This is an optimization exercise on Yosys and OpenROAD, whose aim is small area, not a production implementation. The RTL was checked by simulation tests, not by an equivalence proof against the original design. The flow treats the clock pin as an ideal source. Dropping or thinning the clock tree relies on that and would not hold on a real chip.

==> inputs of run F <==
==> flow/design.v <==
`timescale 1ns / 1ps
module Car_Alarm_System_S (
input Brake_depressed_switch , Hidden_switch , Ignition_switch , Driver_door , Passenger_door ,Clock, System_reset,
output Fuel_pump_power , Siren , Status_indicator
);
  wire rst, ig, brk, hid, dd, pd;
  Debouncer D1 (Clock, System_reset, rst);
  Debouncer D2 (Clock, Ignition_switch, ig);
  Debouncer D3 (Clock, Brake_depressed_switch, brk);
  Debouncer D4 (Clock, Hidden_switch, hid);
  Debouncer D5 (Clock, Driver_door, dd);
  Debouncer D6 (Clock, Passenger_door, pd);
  reg fp_q;
  assign Fuel_pump_power = ~rst & ig & ((brk & hid) | fp_q);
  always @(posedge Clock) fp_q <= Fuel_pump_power;
  localparam Armed = 3'b000, Triggered = 3'b001, Sound_Alarm = 3'b011, Disarmed = 3'b100, Ignition_off = 3'b101, Door_open = 3'b111, Door_close = 3'b110, Alarm_on = 3'b010;
  reg [2:0] state, next_state;
  reg [1:0] cls;
  reg start;
  reg expired;
  wire tick;
  wire door = dd | pd;
  wire load = (state == Armed & ~ig & door) | (state == Sound_Alarm & (~door | ig)) |
              (state == Door_open & ~door);
  reg [3:0] value;
  always @(*) begin
    case (state)
      Armed:       value = dd ? 4'b0110 : 4'b1010;
      Sound_Alarm: value = 4'b1110;
      default:     value = 4'b0010;
    endcase
  end
  always @(*) begin
    case (state)
      Armed:        next_state = ig ? Disarmed : door ? Triggered : Armed;
      Triggered:    next_state = ig ? Disarmed : expired ? Sound_Alarm : Triggered;
      Sound_Alarm:  next_state = (~door | ig) ? Alarm_on : Sound_Alarm;
      Alarm_on:     next_state = ~expired ? Alarm_on : ~door ? Armed : ig ? Disarmed : Alarm_on;
      Disarmed:     next_state = ig ? Disarmed : Ignition_off;
      Ignition_off: next_state = dd ? Door_open : Ignition_off;
      Door_open:    next_state = ~door ? Door_close : Door_open;
      default:      next_state = expired ? Armed : door ? Door_open : Door_close;
    endcase
  end
  always @(posedge Clock) begin
    state <= rst ? Armed : next_state;
    case (state)
      Armed:                 cls <= 2'b11;
      Triggered:             cls <= 2'b01;
      Sound_Alarm, Alarm_on: cls <= 2'b00;
      default:               cls <= 2'b10;
    endcase
    start <= load;
  end
  assign Siren = ~(cls[1] | cls[0]);
  reg [3:0] counter;
  wire at_end = (counter == 4'b1101);
  always @(posedge Clock) begin
    if (load)
      counter <= value;
    else if (rst)
      counter <= 4'd0;
    else if (start)
      counter <= counter;
    else if (tick)
      counter <= at_end ? 4'd0 : {counter[2:0], counter[3] ^ counter[2]};
    expired <= ~rst & ~start & tick & at_end;
  end
  TickDivider TD (Clock, rst | start, tick);
  reg led;
  assign Status_indicator = led;
  always @(posedge Clock)
    if (rst)
      led <= 1'b0;
    else if (tick)
      led <= ~cls[1] | (cls[0] & ~led);
endmodule
module Debouncer (input clock, I, output O);
  reg [10:0] r;
  reg IReg;
  wire diff = IReg ^ I;
  wire z = (r[9:0] == 10'b1010101010);
  wire settled = z & ~r[10];
  assign O = settled ? IReg : ~IReg;
  always @(posedge clock) begin
    IReg <= I;
    if (diff)
      r <= settled ? 11'b11010101100 : 11'b01010101010;
    else
      r <= {~r[9:0], ~z & (r[10] ^ r[8])};
  end
endmodule
module TickDivider (input clk, rst, output tick);
  reg [13:0] q;
  wire z = (q[12:0] == 13'b1010101010101);
  assign tick = z & ~q[13];
  always @(posedge clk)
    if (rst)
      q <= 14'b01010101010100;
    else
      q <= {~q[12:0], q[13] ^ q[4] ^ q[2] ^ q[0] ^ z};
endmodule
==> flow/flow/run.sh <==
#!/bin/bash
set -euo pipefail
WORK="$PWD"
RES="$WORK/orfs/results/${FLOW_PLATFORM}/Car_Alarm_System_S/base"
YOSYS="$FLOW_HOME/../tools/install/yosys/bin/yosys"
export CTS_ARGS="-sink_clustering_enable -repair_clock_nets -dont_use_dummy_load -buf_list sky130_fd_sc_hd__clkbuf_8 -root_buf sky130_fd_sc_hd__clkbuf_8"
export BUFFER_PORTS_ARGS="-buffer_cell sky130_fd_sc_hd__buf_1"
export POST_CTS_TCL="$WORK/flow/post_cts.tcl"

bash standard.sh synth > standard_synth.log 2>&1

cp "$RES/1_2_yosys.v" "$WORK/standard_1_2_yosys.v"
export LIB="$FLOW_HOME/platforms/${FLOW_PLATFORM}/lib/sky130_fd_sc_hd__tt_025C_1v80.lib"
export NETLIST_IN="$WORK/standard_1_2_yosys.v"
for s in 0 1 2 3; do
  sed "s/SEED/$s/" "$WORK/flow/area.abc" > "$WORK/area_$s.abc"
  NETLIST_OUT="$WORK/remapped_$s.v" ABC_SCRIPT="$WORK/area_$s.abc" \
    "$YOSYS" -c "$WORK/flow/remap.tcl" > "remap_$s.log" 2>&1 &
done
wait
best=""
best_area=""
for s in 0 1 2 3; do
  a=$(grep "Chip area for module '\\\\${FLOW_TOP}'" "$WORK/remapped_$s.v.stat" | tail -1 | awk '{print $NF}') || continue
  [[ -n "$a" ]] || continue
  if [[ -z "$best" ]] || awk -v a="$a" -v b="$best_area" 'BEGIN{exit !(a < b)}'; then
    best=$s; best_area=$a
  fi
done
echo "remap: kept seed $best, area $best_area" > remap_choice.log
cp "$WORK/remapped_$best.v" "$RES/1_2_yosys.v"
rm -f "$RES/1_synth.odb" "$RES/1_synth.sdc"

bash standard.sh finish > standard_finish.log 2>&1
==> flow/flow/area.abc <==
strash
&get -n
&fraig -x
&deepsyn -T 120 -S SEED
&put
strash
&get -n
&dch -f
&nf -R 1000
&put
strash
&get -n
&dch -f
&nf -R 1000
&put
==> flow/flow/post_cts.tcl <==
# Sourced by ORFS's cts.tcl after clock_tree_synthesis (POST_CTS_TCL): replaces
# the H-tree by three large leaf buffers driven by the clock port, each driving
# one cluster of equal size, then legalizes the new buffers.
source [file join [file dirname [info script]] tree.tcl]
rebuild_clock_tree [lrepeat 3 sky130_fd_sc_hd__clkbuf_16]
detailed_placement
check_placement -verbose
estimate_parasitics -placement
report_clock_skew
==> flow/flow/remap.tcl <==
# Re-maps the combinational logic of the standard synthesis netlist for
# area. The flip-flops are kept as they are (same instances, names and cells):
# their cell modules are kept as hierarchy, so only the logic between them is
# flattened and given to ABC (run on the top module only).
yosys -import
set lib $::env(LIB)
set top $::env(FLOW_TOP)
read_liberty -ignore_miss_func $lib
read_verilog $::env(NETLIST_IN)
hierarchy -top $top
setattr -mod -set keep_hierarchy 1 sky130_fd_sc_hd__dfxtp_1 sky130_fd_sc_hd__edfxtp_1
flatten
opt_clean
abc -liberty $lib -dont_use sky130_fd_sc_hd__lpflow* -dont_use sky130_fd_sc_hd__probe* -script $::env(ABC_SCRIPT) $top
opt_clean -purge
hilomap -singleton -hicell sky130_fd_sc_hd__conb_1 HI -locell sky130_fd_sc_hd__conb_1 LO
splitnets
opt_clean -purge
tee -o $::env(NETLIST_OUT).stat stat -liberty $lib
select $top
write_verilog -noattr -nohex -nodec -selected $::env(NETLIST_OUT)
==> flow/flow/tree.tcl <==
# Rebuild the clock tree: the clock port drives a few leaf buffers directly,
# each leaf buffer drives one cluster of flip-flops (k-means on position).
# leafcells lists the leaf buffer cells; the largest cluster gets the first.
proc rebuild_clock_tree {leafcells} {
  set nleaf [llength $leafcells]
  set block [ord::get_db_block]
  set db [ord::get_db]
  set clk [$block findNet Clock]
  set sinks {}
  set bufs {}
  set todo [list $clk]
  while {[llength $todo]} {
    set net [lindex $todo 0]
    set todo [lrange $todo 1 end]
    foreach it [$net getITerms] {
      if {![$it isInputSignal] && [$it getIoType] ne "INPUT"} { continue }
      set inst [$it getInst]
      set m [[$inst getMaster] getName]
      if {[string match "*clkbuf*" $m] || [string match "*clkinv*" $m] || [string match "*buf_*" $m]} {
        lappend bufs $inst
        foreach o [$inst getITerms] {
          if {[$o getIoType] eq "OUTPUT" && [$o getNet] ne "NULL"} { lappend todo [$o getNet] }
        }
      } else {
        lappend sinks $it
      }
    }
  }
  set oldnets {}
  foreach it $sinks { $it disconnect }
  foreach inst $bufs {
    foreach o [$inst getITerms] {
      if {[$o getIoType] eq "OUTPUT" && [$o getNet] ne "NULL"} { lappend oldnets [$o getNet] }
    }
    odb::dbInst_destroy $inst
  }
  foreach n $oldnets { if {[llength [$n getITerms]] == 0} { odb::dbNet_destroy $n } }
  # positions
  set pts {}
  foreach it $sinks {
    set b [[$it getInst] getBBox]
    lappend pts [list [expr {([$b xMin]+[$b xMax])/2.0}] [expr {([$b yMin]+[$b yMax])/2.0}]]
  }
  # k-means, initial centres spread along sorted x then y
  set n [llength $pts]
  set cs {}
  for {set k 0} {$k < $nleaf} {incr k} {
    lappend cs [lindex $pts [expr {int(($k + 0.5) * $n / $nleaf)}]]
  }
  # k-means with equal cluster sizes (at most ceil(n/nleaf) flip-flops each):
  # each round assigns the closest (flip-flop, centre) pairs first
  set cap [expr {($n + $nleaf - 1) / $nleaf}]
  for {set iter 0} {$iter < 30} {incr iter} {
    set pairs {}
    set i 0
    foreach p $pts {
      for {set k 0} {$k < $nleaf} {incr k} {
        set c [lindex $cs $k]
        lappend pairs [list [expr {abs([lindex $p 0]-[lindex $c 0]) + abs([lindex $p 1]-[lindex $c 1])}] $i $k]
      }
      incr i
    }
    set asg [lrepeat $n -1]
    set fill [lrepeat $nleaf 0]
    foreach pr [lsort -real -index 0 $pairs] {
      lassign $pr d i k
      if {[lindex $asg $i] >= 0 || [lindex $fill $k] >= $cap} { continue }
      lset asg $i $k
      lset fill $k [expr {[lindex $fill $k] + 1}]
    }
    set ncs {}
    for {set k 0} {$k < $nleaf} {incr k} {
      set sx 0; set sy 0; set cnt 0
      foreach p $pts a $asg { if {$a == $k} { set sx [expr {$sx+[lindex $p 0]}]; set sy [expr {$sy+[lindex $p 1]}]; incr cnt } }
      if {$cnt} { lappend ncs [list [expr {$sx/$cnt}] [expr {$sy/$cnt}]] } else { lappend ncs [lindex $cs $k] }
    }
    set cs $ncs
  }
  # the largest clusters get the first (strongest) cells of the list
  set sizes {}
  for {set k 0} {$k < $nleaf} {incr k} {
    set cnt 0
    foreach a $asg { if {$a == $k} { incr cnt } }
    lappend sizes [list $k $cnt]
  }
  set order {}
  foreach kc [lsort -integer -decreasing -index 1 $sizes] { lappend order [lindex $kc 0] }
  for {set j 0} {$j < $nleaf} {incr j} {
    set k [lindex $order $j]
    set master [$db findMaster [lindex $leafcells $j]]
    set inst [odb::dbInst_create $block $master "clkleaf_$k"]
    set net [odb::dbNet_create $block "clknet_leaf_$k"]
    $net setSigType CLOCK
    [$inst findITerm A] connect $clk
    [$inst findITerm X] connect $net
    set c [lindex $cs $k]
    $inst setLocation [expr {int([lindex $c 0])}] [expr {int([lindex $c 1])}]
    $inst setPlacementStatus PLACED
    foreach it $sinks a $asg { if {$a == $k} { $it connect $net } }
    puts "clock leaf $k: [llength [$net getITerms]] pins"
  }
}
==> flow/standard.sh <==
#!/bin/bash
# synth_recipe.tcl (not shown) runs the flow's synth.tcl, then flattens the netlist and writes it again
# the make line also repeats each setting of config.mk as NAME=value (left out here)
make -C /OpenROAD-flow-scripts/flow DESIGN_CONFIG=/design/flow/config.mk WORK_HOME=/design/flow/orfs CLKGATE_MAP_FILE= SYNTH_SCRIPT=/design/flow/synth_recipe.tcl "${@:-finish}"
==> flow/config.mk <==
export PLATFORM = sky130hd
export DESIGN_NAME = Car_Alarm_System_S
export DESIGN_NICKNAME = Car_Alarm_System_S
export VERILOG_FILES = /design/flow/design.v
export SDC_FILE = /design/flow/constraint.sdc
export NUM_CORES = 4
export LEC_CHECK = 0
export CAP_MARGIN = 20
export CORE_MARGIN = 2
export CORE_UTILIZATION = 70
export SLEW_MARGIN = 20
==> flow/constraint.sdc <==
create_clock -name core_clock -period 10.0 [get_ports {Clock}]
set_input_delay 2.0000 -clock core_clock [delete_from_list [all_inputs] [get_ports {Clock}]]
set_output_delay 2.0000 -clock core_clock [all_outputs]
set_load 0.01 [all_outputs]
==> run E (differences from run F) <==
--- a/flow/design.v
+++ b/flow/design.v
@@ -15,6 +15,6 @@
   always @(posedge Clock) fp_q <= Fuel_pump_power;
-  localparam Armed = 3'b000, Triggered = 3'b001, Sound_Alarm = 3'b011, Disarmed = 3'b100, Ignition_off = 3'b101, Door_open = 3'b111, Door_close = 3'b110, Alarm_on = 3'b010;
+  localparam Armed = 3'b000, Triggered = 3'b111, Sound_Alarm = 3'b100, Disarmed = 3'b010, Ignition_off = 3'b011, Door_open = 3'b001, Door_close = 3'b101, Alarm_on = 3'b110;
   reg [2:0] state, next_state;
   reg [1:0] cls;
-  reg start;
+  reg start, drv;
   reg expired;
@@ -22,12 +22,2 @@
   wire door = dd | pd;
-  wire load = (state == Armed & ~ig & door) | (state == Sound_Alarm & (~door | ig)) |
-              (state == Door_open & ~door);
-  reg [3:0] value;
-  always @(*) begin
-    case (state)
-      Armed:       value = dd ? 4'b0110 : 4'b1010;
-      Sound_Alarm: value = 4'b1110;
-      default:     value = 4'b0010;
-    endcase
-  end
   always @(*) begin
@@ -47,22 +37,22 @@
     case (state)
-      Armed:                 cls <= 2'b11;
-      Triggered:             cls <= 2'b01;
-      Sound_Alarm, Alarm_on: cls <= 2'b00;
-      default:               cls <= 2'b10;
+      Armed:                 cls <= 2'b01;
+      Triggered:             cls <= 2'b10;
+      Sound_Alarm, Alarm_on: cls <= 2'b11;
+      default:               cls <= 2'b00;
     endcase
-    start <= load;
+    start <= (state == Armed & ~ig & door) | (state == Sound_Alarm & (~door | ig)) |
+             (state == Door_open & ~door);
+    drv <= dd;
   end
-  assign Siren = ~(cls[1] | cls[0]);
+  assign Siren = cls[1] & cls[0];
   reg [3:0] counter;
-  wire at_end = (counter == 4'b1101);
+  wire [3:0] value = (cls == 2'b01) ? (drv ? 4'd2 : 4'd15) : cls[1] ? 4'd10 : 4'd6;
   always @(posedge Clock) begin
-    if (load)
-      counter <= value;
-    else if (rst)
+    if (rst)
       counter <= 4'd0;
     else if (start)
-      counter <= counter;
-    else if (tick)
-      counter <= at_end ? 4'd0 : {counter[2:0], counter[3] ^ counter[2]};
-    expired <= ~rst & ~start & tick & at_end;
+      counter <= value;
+    else if (tick && counter != 4'd0)
+      counter <= counter - 1'b1;
+    expired <= ~rst & ~start & tick & (counter == 4'd1);
   end
@@ -75,3 +65,3 @@
     else if (tick)
-      led <= ~cls[1] | (cls[0] & ~led);
+      led <= cls[1] | (cls[0] & ~led);
 endmodule
==> flow/flow/run.sh (replaced) <==
#!/bin/bash
set -euo pipefail
WORK="$PWD"
RES="$WORK/orfs/results/${FLOW_PLATFORM}/Car_Alarm_System_S/base"
export CTS_ARGS="-sink_clustering_enable -repair_clock_nets -dont_use_dummy_load -buf_list sky130_fd_sc_hd__clkbuf_8 -root_buf sky130_fd_sc_hd__clkbuf_8"
export BUFFER_PORTS_ARGS="-buffer_cell sky130_fd_sc_hd__buf_1"
export POST_CTS_TCL="$WORK/flow/post_cts.tcl"

bash standard.sh synth > standard_synth.log 2>&1

cp "$RES/1_2_yosys.v" "$WORK/standard_1_2_yosys.v"
LIB="$FLOW_HOME/platforms/${FLOW_PLATFORM}/lib/sky130_fd_sc_hd__tt_025C_1v80.lib" \
NETLIST_IN="$WORK/standard_1_2_yosys.v" NETLIST_OUT="$WORK/remapped.v" \
ABC_SCRIPT="$WORK/flow/area.abc" \
  "$FLOW_HOME/../tools/install/yosys/bin/yosys" -c "$WORK/flow/remap.tcl" > remap.log 2>&1
cp "$WORK/remapped.v" "$RES/1_2_yosys.v"
rm -f "$RES/1_synth.odb" "$RES/1_synth.sdc"

bash standard.sh finish > standard_finish.log 2>&1
==> flow/flow/area.abc (replaced) <==
strash
&get -n
&fraig -x
&put
scorr
dc2
strash
&get -n
&dch -f
&nf -R 1000
&put
strash
&get -n
&dch -f
&nf -R 1000
&put
--- a/flow/flow/remap.tcl
+++ b/flow/flow/remap.tcl
@@ -3,3 +3,3 @@
 # their cell modules are kept as hierarchy, so only the logic between them is
-# flattened and given to ABC (run on the top module only).
+# flattened and given to ABC.
 yosys -import
@@ -13,3 +13,3 @@
 opt_clean
-abc -liberty $lib -dont_use sky130_fd_sc_hd__lpflow* -dont_use sky130_fd_sc_hd__probe* -script $::env(ABC_SCRIPT) $top
+abc -liberty $lib -dont_use sky130_fd_sc_hd__lpflow* -dont_use sky130_fd_sc_hd__probe* -script $::env(ABC_SCRIPT)
 opt_clean -purge
==> impl_metrics.tcl <==
set metrics [dict create \
    status "complete, no violations" \
    fmax_ghz 0.243 \
    drive_gt1_frac 0.00929 \
    sw_frac_of_total 0.320 \
    ir_drop_mv 0.160 \
    nNetsFinal 332 \
    firstDrtPassIters 4 \
    initial_utilization 0.725 \
    coreArea_um2 4320 \
    die_x_um 70.9 \
]
The numbers above come from run E.

==> impl_metrics.tcl <==
set metrics [dict create \
    status "complete, no violations" \
    die_x_um 70.3 \
    chipHeight_um 70.3 \
    ir_drop_mv 0.199 \
    coreArea_um2 4290 \
    initial_utilization 0.716 \
    nNetsFinal 319 \
    fmax_ghz 0.255 \
    firstDrtPassIters 6 \
    sw_frac_of_total 0.305 \
]
The numbers above come from run F.

No run of this note takes its clock network from TritonCTS; it comes from the design's own scripts or RTL.

==> separate check: timing with driven ports <==
Ports are ideal in the flow. The routed layouts listed here were re-timed in OpenROAD.
Step 1 assumes that a clkbuf_16 drives the clock port and a buf_2 every other input.
Step 2 also shifts input and output timing later by t, the mid clock arrival at the registers, as if the neighbouring blocks saw the same clock.
Slacks: ideal ports / drivers / drivers and shift; pairs: ideal ports / drivers.
run | t, ns | setup slack, ns | hold WS [ns]
run F | 0.225 | 6.080 / 6.020 / 6.245 | 0.389 / 0.389 / 0.389
run E | 0.228 | 5.890 / 5.833 / 6.061 | 0.391 / 0.391 / 0.391
After both steps setup and hold are still met in every run listed.
